Background: an optimization exercise with open tools, aiming at small area. Do not read the settings as production practice.
The RTL was checked by simulation tests, not by an equivalence proof against the original design.

$ cat flow/design.v
module decimator
               (
                clk,
                enable,
                rstn,
                filter_in,
                filter_out,
                ce_out
                );
  input   clk; 
  input   enable; 
  input   rstn; 
  input   [5:0] filter_in;  
  output  [20:0] filter_out;  
  output  ce_out; 
  reg  [3:0] cur_count;  
  wire phase_1;  
  reg  ce_out_reg;  
  reg  signed [5:0] input_register;  
  wire signed [5:0] section_in1;  
  wire signed [20:0] section_cast1;  
  wire signed [20:0] sum1;  
  reg  signed [20:0] section_out1;  
  wire signed [20:0] add_cast;  
  wire signed [20:0] add_cast_1;  
  wire signed [21:0] add_temp;  
  wire signed [20:0] section_in2;  
  wire signed [20:0] sum2;  
  reg  signed [20:0] section_out2;  
  wire signed [20:0] add_cast_2;  
  wire signed [20:0] add_cast_3;  
  wire signed [21:0] add_temp_1;  
  wire signed [20:0] section_in3;  
  wire signed [20:0] sum3;  
  reg  signed [20:0] section_out3;  
  wire signed [20:0] add_cast_4;  
  wire signed [20:0] add_cast_5;  
  wire signed [21:0] add_temp_2;  
  wire signed [20:0] section_in4;  
  wire signed [20:0] diff1;  
  wire signed [20:0] section_out4;  
  wire signed [20:0] sub_cast;  
  wire signed [20:0] sub_cast_1;  
  wire signed [21:0] sub_temp;  
  reg  signed [20:0] int_delay_pipe [0:1] ;  
  wire signed [20:0] section_in5;  
  wire signed [20:0] diff2;  
  wire signed [20:0] section_out5;  
  wire signed [20:0] sub_cast_2;  
  wire signed [20:0] sub_cast_3;  
  wire signed [21:0] sub_temp_1;  
  reg  signed [20:0] int_delay_pipe_1 [0:1] ;  
  wire signed [20:0] section_in6;  
  wire signed [20:0] diff3;  
  wire signed [20:0] section_out6;  
  wire signed [20:0] sub_cast_4;  
  wire signed [20:0] sub_cast_5;  
  wire signed [21:0] sub_temp_2;  
  reg  signed [20:0] int_delay_pipe_2 [0:1] ;  
  reg  signed [20:0] output_register;  
  always @ (posedge clk or negedge rstn)
    begin: ce_output
      if (rstn == 1'b0) begin
        cur_count <= 4'b0000;
      end
      else begin
        if (enable == 1'b1) begin
          if (cur_count == 4'b1111) begin
            cur_count <= 4'b0000;
          end
          else begin
            cur_count <= cur_count + 1'b1;
          end
        end
      end
    end  
  assign  phase_1 = (cur_count == 4'b0001 && enable == 1'b1)? 1'b1 : 1'b0;
  always @ (posedge clk or negedge rstn)
    begin: ce_output_register
      if (rstn == 1'b0) begin
        ce_out_reg <= 1'b0;
      end
      else begin
          ce_out_reg <= phase_1;
      end
    end  
  always @ (posedge clk or negedge rstn)
    begin: input_reg_process
      if (rstn == 1'b0) begin
        input_register <= 0;
      end
      else begin
        if (enable == 1'b1) begin
          input_register <= filter_in;
        end
      end
    end  
  assign section_in1 = input_register;
  assign section_cast1 = $signed({{15{section_in1[5]}}, section_in1});
  assign add_cast = section_cast1;
  assign add_cast_1 = section_out1;
  assign add_temp = add_cast + add_cast_1;
  assign sum1 = add_temp[20:0];
  always @ (posedge clk or negedge rstn)
    begin: integrator_delay_section1
      if (rstn == 1'b0) begin
        section_out1 <= 0;
      end
      else begin
        if (enable == 1'b1) begin
          section_out1 <= sum1;
        end
      end
    end  
  assign section_in2 = section_out1;
  assign add_cast_2 = section_in2;
  assign add_cast_3 = section_out2;
  assign add_temp_1 = add_cast_2 + add_cast_3;
  assign sum2 = add_temp_1[20:0];
  always @ (posedge clk or negedge rstn)
    begin: integrator_delay_section2
      if (rstn == 1'b0) begin
        section_out2 <= 0;
      end
      else begin
        if (enable == 1'b1) begin
          section_out2 <= sum2;
        end
      end
    end  
  assign section_in3 = section_out2;
  assign add_cast_4 = section_in3;
  assign add_cast_5 = section_out3;
  assign add_temp_2 = add_cast_4 + add_cast_5;
  assign sum3 = add_temp_2[20:0];
  always @ (posedge clk or negedge rstn)
    begin: integrator_delay_section3
      if (rstn == 1'b0) begin
        section_out3 <= 0;
      end
      else begin
        if (enable == 1'b1) begin
          section_out3 <= sum3;
        end
      end
    end  
  assign section_in4 = section_out3;
  assign sub_cast = section_in4;
  assign sub_cast_1 = diff1;
  assign sub_temp = sub_cast - sub_cast_1;
  assign section_out4 = sub_temp[20:0];
  always @ (posedge clk or negedge rstn)
    begin: comb_delay_section4
      if (rstn == 1'b0) begin
        int_delay_pipe[0] <= 21'b000000000000000000000;
        int_delay_pipe[1] <= 21'b000000000000000000000;
      end
      else begin
        if (phase_1 == 1'b1) begin
          int_delay_pipe[1] <= int_delay_pipe[0];
          int_delay_pipe[0] <= section_in4;
        end
      end
    end  
  assign diff1 = int_delay_pipe[1];
  assign section_in5 = section_out4;
  assign sub_cast_2 = section_in5;
  assign sub_cast_3 = diff2;
  assign sub_temp_1 = sub_cast_2 - sub_cast_3;
  assign section_out5 = sub_temp_1[20:0];
  always @ (posedge clk or negedge rstn)
    begin: comb_delay_section5
      if (rstn == 1'b0) begin
        int_delay_pipe_1[0] <= 21'b000000000000000000000;
        int_delay_pipe_1[1] <= 21'b000000000000000000000;
      end
      else begin
        if (phase_1 == 1'b1) begin
          int_delay_pipe_1[1] <= int_delay_pipe_1[0];
          int_delay_pipe_1[0] <= section_in5;
        end
      end
    end  
  assign diff2 = int_delay_pipe_1[1];
  assign section_in6 = section_out5;
  assign sub_cast_4 = section_in6;
  assign sub_cast_5 = diff3;
  assign sub_temp_2 = sub_cast_4 - sub_cast_5;
  assign section_out6 = sub_temp_2[20:0];
  always @ (posedge clk or negedge rstn)
    begin: comb_delay_section6
      if (rstn == 1'b0) begin
        int_delay_pipe_2[0] <= 21'b000000000000000000000;
        int_delay_pipe_2[1] <= 21'b000000000000000000000;
      end
      else begin
        if (phase_1 == 1'b1) begin
          int_delay_pipe_2[1] <= int_delay_pipe_2[0];
          int_delay_pipe_2[0] <= section_in6;
        end
      end
    end  
  assign diff3 = int_delay_pipe_2[1];
  always @ (posedge clk or negedge rstn)
    begin: output_reg_process
      if (rstn == 1'b0) begin
        output_register <= 0;
      end
      else begin
        if (phase_1 == 1'b1) begin
          output_register <= section_out6;
        end
      end
    end  
  assign ce_out = ce_out_reg;
  assign filter_out = output_register;
endmodule   
`timescale 1 ns / 1 ns
module loop_filter
          (
           clk,
           rstn,
           enable,
           filter_in,
           ceout,
           filter_out,
           a2,a3,b1,b2
          );
  input   clk;
  input   rstn;
  input   enable;
  input   signed [15:0] filter_in;   
  output  ceout;
  output  signed [15:0] filter_out;   
  input signed [17:0] a2,a3,b1,b2;
  wire enb_1_16_0;
  wire signed [33:0] b_1_out1;   
  wire signed [33:0] b_2_out1;   
  wire signed [15:0] CastCAS_out1;   
  wire signed [33:0] a_2_out1;   
  wire signed [33:0] a_3_out1;   
  wire signed [15:0] CastStates3_out1;   
  reg signed [15:0] BodyDelay3_out1;   
  wire signed [36:0] BodyLSum2_sub_cast;   
  wire signed [37:0] BodyLSum2_sub_cast_1;   
  wire signed [36:0] BodyLSum2_sub_cast_2;   
  wire signed [37:0] BodyLSum2_sub_cast_3;   
  wire signed [37:0] BodyLSum2_sub_temp;   
  wire signed [36:0] BodyLSum2_out1;   
  wire signed [37:0] BodyRSum2_sub_cast;   
  wire signed [36:0] BodyRSum2_sub_cast_1;   
  wire signed [37:0] BodyRSum2_sub_cast_2;   
  wire signed [37:0] BodyRSum2_sub_temp;   
  wire signed [36:0] BodyRSum2_out1;   
  wire signed [15:0] CastStates2_out1;   
  reg signed [15:0] BodyDelay2_out1;   
  wire signed [36:0] HeadSum1_add_cast;   
  wire signed [37:0] HeadSum1_add_cast_1;   
  wire signed [36:0] HeadSum1_add_cast_2;   
  wire signed [37:0] HeadSum1_add_cast_3;   
  wire signed [37:0] HeadSum1_add_temp;   
  wire signed [36:0] HeadSum1_out1;   
  assign b_1_out1 = b1 * filter_in;
  assign b_2_out1 = b2 * filter_in;
  assign enb_1_16_0 = enable;
  assign a_2_out1 = a2 * CastCAS_out1;
  assign a_3_out1 = a3 * CastCAS_out1;
  assign CastStates3_out1 = {{3{a_3_out1[33]}}, a_3_out1[33:21]};
  always @(posedge clk or negedge rstn)
    begin : BodyDelay3_process
      if (rstn == 1'b0) begin
        BodyDelay3_out1 <= 16'sb0000000000000000;
      end
      else begin
        if (enb_1_16_0) begin
          BodyDelay3_out1 <= CastStates3_out1;
        end
      end
    end
  assign BodyLSum2_sub_cast = {{2{b_2_out1[33]}}, {b_2_out1, 1'b0}};
  assign BodyLSum2_sub_cast_1 = BodyLSum2_sub_cast;
  assign BodyLSum2_sub_cast_2 = {BodyDelay3_out1, 21'b000000000000000000000};
  assign BodyLSum2_sub_cast_3 = BodyLSum2_sub_cast_2;
  assign BodyLSum2_sub_temp = BodyLSum2_sub_cast_1 - BodyLSum2_sub_cast_3;
  assign BodyLSum2_out1 = ((BodyLSum2_sub_temp[37] == 1'b0) && (BodyLSum2_sub_temp[36] != 1'b0) ? 37'sh0FFFFFFFFF :
              ((BodyLSum2_sub_temp[37] == 1'b1) && (BodyLSum2_sub_temp[36] != 1'b1) ? 37'sh1000000000 :
              $signed(BodyLSum2_sub_temp[36:0])));
  assign BodyRSum2_sub_cast = BodyLSum2_out1;
  assign BodyRSum2_sub_cast_1 = a_2_out1;
  assign BodyRSum2_sub_cast_2 = BodyRSum2_sub_cast_1;
  assign BodyRSum2_sub_temp = BodyRSum2_sub_cast - BodyRSum2_sub_cast_2;
  assign BodyRSum2_out1 = ((BodyRSum2_sub_temp[37] == 1'b0) && (BodyRSum2_sub_temp[36] != 1'b0) ? 37'sh0FFFFFFFFF :
              ((BodyRSum2_sub_temp[37] == 1'b1) && (BodyRSum2_sub_temp[36] != 1'b1) ? 37'sh1000000000 :
              $signed(BodyRSum2_sub_temp[36:0])));
  assign CastStates2_out1 = ((BodyRSum2_out1[36] == 1'b0) && (BodyRSum2_out1[35:21] == 15'b111111111111111) ? 16'sb0111111111111111 :
              $signed(BodyRSum2_out1[36:21]));
  always @(posedge clk or negedge rstn)
    begin : BodyDelay2_process
      if (rstn == 1'b0) begin
        BodyDelay2_out1 <= 16'sb0000000000000000;
      end
      else begin
        if (enb_1_16_0) begin
          BodyDelay2_out1 <= CastStates2_out1;
        end
      end
    end
  assign HeadSum1_add_cast = {{2{b_1_out1[33]}}, {b_1_out1, 1'b0}};
  assign HeadSum1_add_cast_1 = HeadSum1_add_cast;
  assign HeadSum1_add_cast_2 = {BodyDelay2_out1, 21'b000000000000000000000};
  assign HeadSum1_add_cast_3 = HeadSum1_add_cast_2;
  assign HeadSum1_add_temp = HeadSum1_add_cast_1 + HeadSum1_add_cast_3;
  assign HeadSum1_out1 = ((HeadSum1_add_temp[37] == 1'b0) && (HeadSum1_add_temp[36] != 1'b0) ? 37'sh0FFFFFFFFF :
              ((HeadSum1_add_temp[37] == 1'b1) && (HeadSum1_add_temp[36] != 1'b1) ? 37'sh1000000000 :
              $signed(HeadSum1_add_temp[36:0])));
  assign CastCAS_out1 = ((HeadSum1_out1[36] == 1'b0) && (HeadSum1_out1[35:31] != 5'b00000) ? 16'sb0111111111111111 :
              ((HeadSum1_out1[36] == 1'b1) && (HeadSum1_out1[35:31] != 5'b11111) ? 16'sb1000000000000000 :
              $signed(HeadSum1_out1[31:16])));
  assign filter_out = CastCAS_out1;
  assign ceout = enable;
endmodule   
module dlf_core (
   input             clk,
   input             rstn,
   input             dlf_en,
   input  [4:0]      tdc_dout,
   input  [17:0]     dlf_a2,
   input  [17:0]     dlf_a3,
   input  [17:0]     dlf_b1,
   input  [17:0]     dlf_b2,
   input  [14:0]     dlf_sdm_nc_in,
   output [15:0]     dlf_out,
   output            dlf_valid
   );
   wire signed [5:0]  dec_in;
   wire signed [20:0] dec_out;
   wire signed [15:0] dec_out_slc;
   wire signed [15:0] dlf_sdm_nc_in_ext;
   wire signed [15:0] dlf_in;
   wire signed [15:0] lf_out;
   wire               dec_ce;
   reg  [15:0]        dlf_out_r;
   reg                dlf_valid_r;
   assign dec_in = tdc_dout - 6'sd16;
   assign dlf_sdm_nc_in_ext = {1'b0,dlf_sdm_nc_in};
   assign dec_out_slc = dec_out[20:5];
   assign dlf_in = dec_out_slc - dlf_sdm_nc_in_ext;
   decimator decimator_1(
			 .clk(clk),
			 .enable(dlf_en),
			 .rstn(rstn),
			 .filter_in(dec_in),
			 .filter_out(dec_out),
			 .ce_out(dec_ce)
			 );
   loop_filter loop_filter_1(
			     .clk(clk),
			     .rstn(rstn),
			     .enable(dec_ce),
			     .filter_in(dlf_in),
			     .ceout(),
			     .filter_out(lf_out),
			     .a2(dlf_a2),
			     .a3(dlf_a3),
			     .b1(dlf_b1),
			     .b2(dlf_b2)
			     );
   always @(posedge clk or negedge rstn) begin
      if (rstn == 1'b0) begin
	 dlf_out_r <= 16'd0;
	 dlf_valid_r <= 1'b0;
      end
      else begin
	 dlf_valid_r <= dec_ce;
	 if (dec_ce)
	   dlf_out_r <= lf_out;
      end
   end
   assign dlf_out = dlf_out_r;
   assign dlf_valid = dlf_valid_r;
endmodule
$ cat flow/constraint.sdc
create_clock -name core_clock -period 25.0 [get_ports {clk}]
set_input_delay 5.0000 -clock core_clock [delete_from_list [all_inputs] [get_ports {clk}]]
set_output_delay 5.0000 -clock core_clock [all_outputs]
set_load 0.01 [all_outputs]
$ cat flow/config.mk
export PLATFORM = sky130hd
export DESIGN_NAME = dlf_core
export DESIGN_NICKNAME = dlf_core
export VERILOG_FILES = /design/flow/design.v
export SDC_FILE = /design/flow/constraint.sdc
export NUM_CORES = 4
export LEC_CHECK = 0
export CAP_MARGIN = 20
export CORE_MARGIN = 2
export CORE_UTILIZATION = 40
export SLEW_MARGIN = 20
$ cat flow/run.sh
#!/bin/bash
# synth_recipe.tcl (not shown) runs the flow's synth.tcl, then flattens the netlist and writes it again
# the make line also repeats each setting of config.mk as NAME=value (left out here)
make -C /OpenROAD-flow-scripts/flow DESIGN_CONFIG=/design/flow/config.mk WORK_HOME=/design/flow/orfs CLKGATE_MAP_FILE= SYNTH_SCRIPT=/design/flow/synth_recipe.tcl finish
==> flow_summary.toml <==
[setup_path]
rrSetupSlack_ps = 5640
slowest_stage = "a21o_1"
path_buf_inv = 13
crit_path_max_incr_delay_ps = 820
path_max_fanout = 16
crit_family = "adder cells"
cp-start-kind = "input pin"
cp-end-kind = "flip-flop"
arrival_ps = 24170
critPathKind = "input pin to flip-flop"
cp_common_cell = "fa_1"
cp.required_ps = 25500

[yosys]
syn_area_um2 = 61100
async_flop_share_pct = 100
syn-mean-instance-area_um2 = 9.05
synth_edf_count = 0
ys_types = 100
synth-seq-cells = 261
synthesis.instances = 6756
ys.flop_type = "dfrtp_1"
yosys_warnings = 6
synth-seq-area-share_pct = 10.7
syn_nets = 8597

[die]
start_util_pct = 40.3
die_h_um = 395
core_um2 = 152000
die_area_um2 = 156000
io_pins = 112
num_rows = 143
chipWidth_um = 395

[outcome]
status = "complete, no violations"

[global_route]
grt_util_met3_pct = 1.96
grt_busiest_layer = "met2"
grt_max_degree = 119
use_met1_pct = 27.2
gr-usage-met2_pct = 34.0
grt_antenna_before_repair = 10
grt_usage_pct = 19.9
grt_pass1_vias = 47100
grt_overflow = 0
grt_pass1_wl_um = 251000

[routing]
wl_per_cell_um = 16.9
initialDrtViolationCount = 2360
antenna_left = 0
finalWirelength_um = 149000
vias = 44100
first_pass_iters = 5
post-route-drc-count = 0
via_per_inst = 5.02

[clock_tree]
cts_root_buf = "clkbuf_16"
cts_buffer_depth = 3
cts_tree = "built"
clk_pin_slew_ps = 60
hold_buffers = 0
numCtsBuffers = 34
clock-sinks = 261
h-tree-depth = 2
post_cts_buffers = 0
worstSkewPairLatency_ps = 570

[sta]
finalHoldViolCount = 0
drv_slew = 0
relSlewSlack_pct = 24.3
tns_ps = 0
finalClockSkew_ps = 22.6
fin_crit_ps = 23670
rsz0062_at_grt = "false"
tightest_slew_ps = 1130
report.final.setup_viol = 0
maxClockFrequency_mhz = 42.2
fin_crit_sh_pct = 94.7

[finish]
fin_area_um2 = 65600
layout_common_cells = "inv_1, fa_1, nand2_1"
syn2layout_area_growth_pct = 7.27
fin_util_pct = 43.2
final_common_cell = "inv_1"
layout-drive-gt1-share_pct = 3.84
fillCellCount = 15000
reg_top3 = "decimator_1.int_delay_pipe (42), decimator_1.int_delay_pipe_1 (42), decimator_1.int_delay_pipe_2 (42)"
final_nets = 8564

[place]
port_buffers = 111
place_congestion = 0.911
dp_hpwl_um = 119000
placed_area_um2 = 64400

[worst_hold_path]
hp-class = "flip-flop to flip-flop"

[flow_run]
maxCapViolCount = 0
[final timing paths]
| kind | start | end | depth (start not counted) |
|---|---|---|---|
| min in group asynchronous | rstn | decimator_1.section_out1[0] | 1 |
| max in group asynchronous | rstn | decimator_1.int_delay_pipe_1[0][3] | 3 |
| setup reg to reg | decimator_1.output_register[5] | loop_filter_1.BodyDelay2_out1[10] | 72 |
| setup / recovery | dlf_sdm_nc_in[0] | loop_filter_1.BodyDelay2_out1[10] | 72 |
| hold / removal | decimator_1.int_delay_pipe_1[0][0] | decimator_1.int_delay_pipe_1[1][0] | 2 |
| hold reg to reg | decimator_1.int_delay_pipe_1[0][0] | decimator_1.int_delay_pipe_1[1][0] | 2 |
[logic make-up after synthesis]
group,Yosys count,synth area share (%)
xor+xnor,204,2.99
mux,77,1.38
buf+inv,1727,10.6
flops,261,10.7
compound gates,723,7.93
simple gates,2017,15.6
fa+ha+maj,1747,50.8
[per-layer routing]
layer,vias to the layer above,share of wire [%]
met1,22500,44
met4,2,2.4
met2,920,49
li1,20400,-
met3,180,4.7
met5,-,0.0060
[metrics by stage]
| step | setup WS, ps | instances | hold WS, ps |
|---|---|---|---|
| final | 1330 | 8782 | 462 |
| after global routing | 65.0 | 8782 | 488 |
| after CTS | 1070 | 8776 | 463 |
| after detailed placement | 517 | 8716 | 454 |
| after global placement | 803 | 8715 | 451 |
| after floorplan | 3570 | 6756 | 352 |
[layout make-up]
class                      instances  area (um2)  share of cell area (%)
sequential                       261        6530                    9.96
timing repair buffer             179        1640                    2.50
antenna                            5        12.5                  0.0191
multi-input combinational       4768       48200                    73.4
inverter                        1479        5560                    8.47
tap                             2030        2540                    3.87
clock inverter                    10         153                   0.233
clock buffer                      50         981                    1.50
[Yosys cell counts (58+ instances only)]
master,instances,area (um2)
fa_1,1228,24600
nor2_1,238,893
nand2b_1,96,601
xnor2_1,142,1240
dfrtp_1,261,6530
mux2_2,58,653
clkbuf_1,239,897
nand2_1,972,3650
o21ai_0,215,1080
a21o_1,96,721
and3_1,62,388
a21oi_1,159,796
nand3_1,69,345
inv_1,1477,5540
xor2_1,59,517
and2_1,372,2330
ha_1,518,6480
nor2b_1,82,513
[what timing repair did]
| item | CTS | global route |
|---|---|---|
| endpoints found under the hold margin | 0 | 0 |
| resized for setup | 0 | 3 |
| endpoints found under the setup margin | 0 | 18 |
[tightest hold or removal path, stage by stage (launching register included)]
cell and delay [ps]:
dfrtp_1 340, nand2_1 50, nand2_1 50

## static timing again, ports no longer ideal
In the flow no input, the clock included, has a driving cell. The finished layout below was timed again as built, in two steps. Step 1: set_driving_cell puts a clkbuf_16 on clk and a buf_2 on each other input, an assumption about the parent block. Step 2 moves the port delays by t, midway between the first and last clock arrival at a register: inputs arrive t later, outputs are due t later. That takes back most of the time a late clock gives input paths. Three values: ideal ports, drivers, drivers and shift; two values: the first two.
shift t [ns]: 0.617
setup WS [ns]: 1.328 / 1.365 / 0.747
worst hold slack (ns): 0.462 / 0.462 / 0.462
clock arrival spread, ns: 0.024 / 0.023
worst slew at a driven data input, ns: 0.12
After both steps setup and hold are still met in this run. The setup slack of this run moves by +0.037 ns with the drivers and by -0.581 ns with both steps.
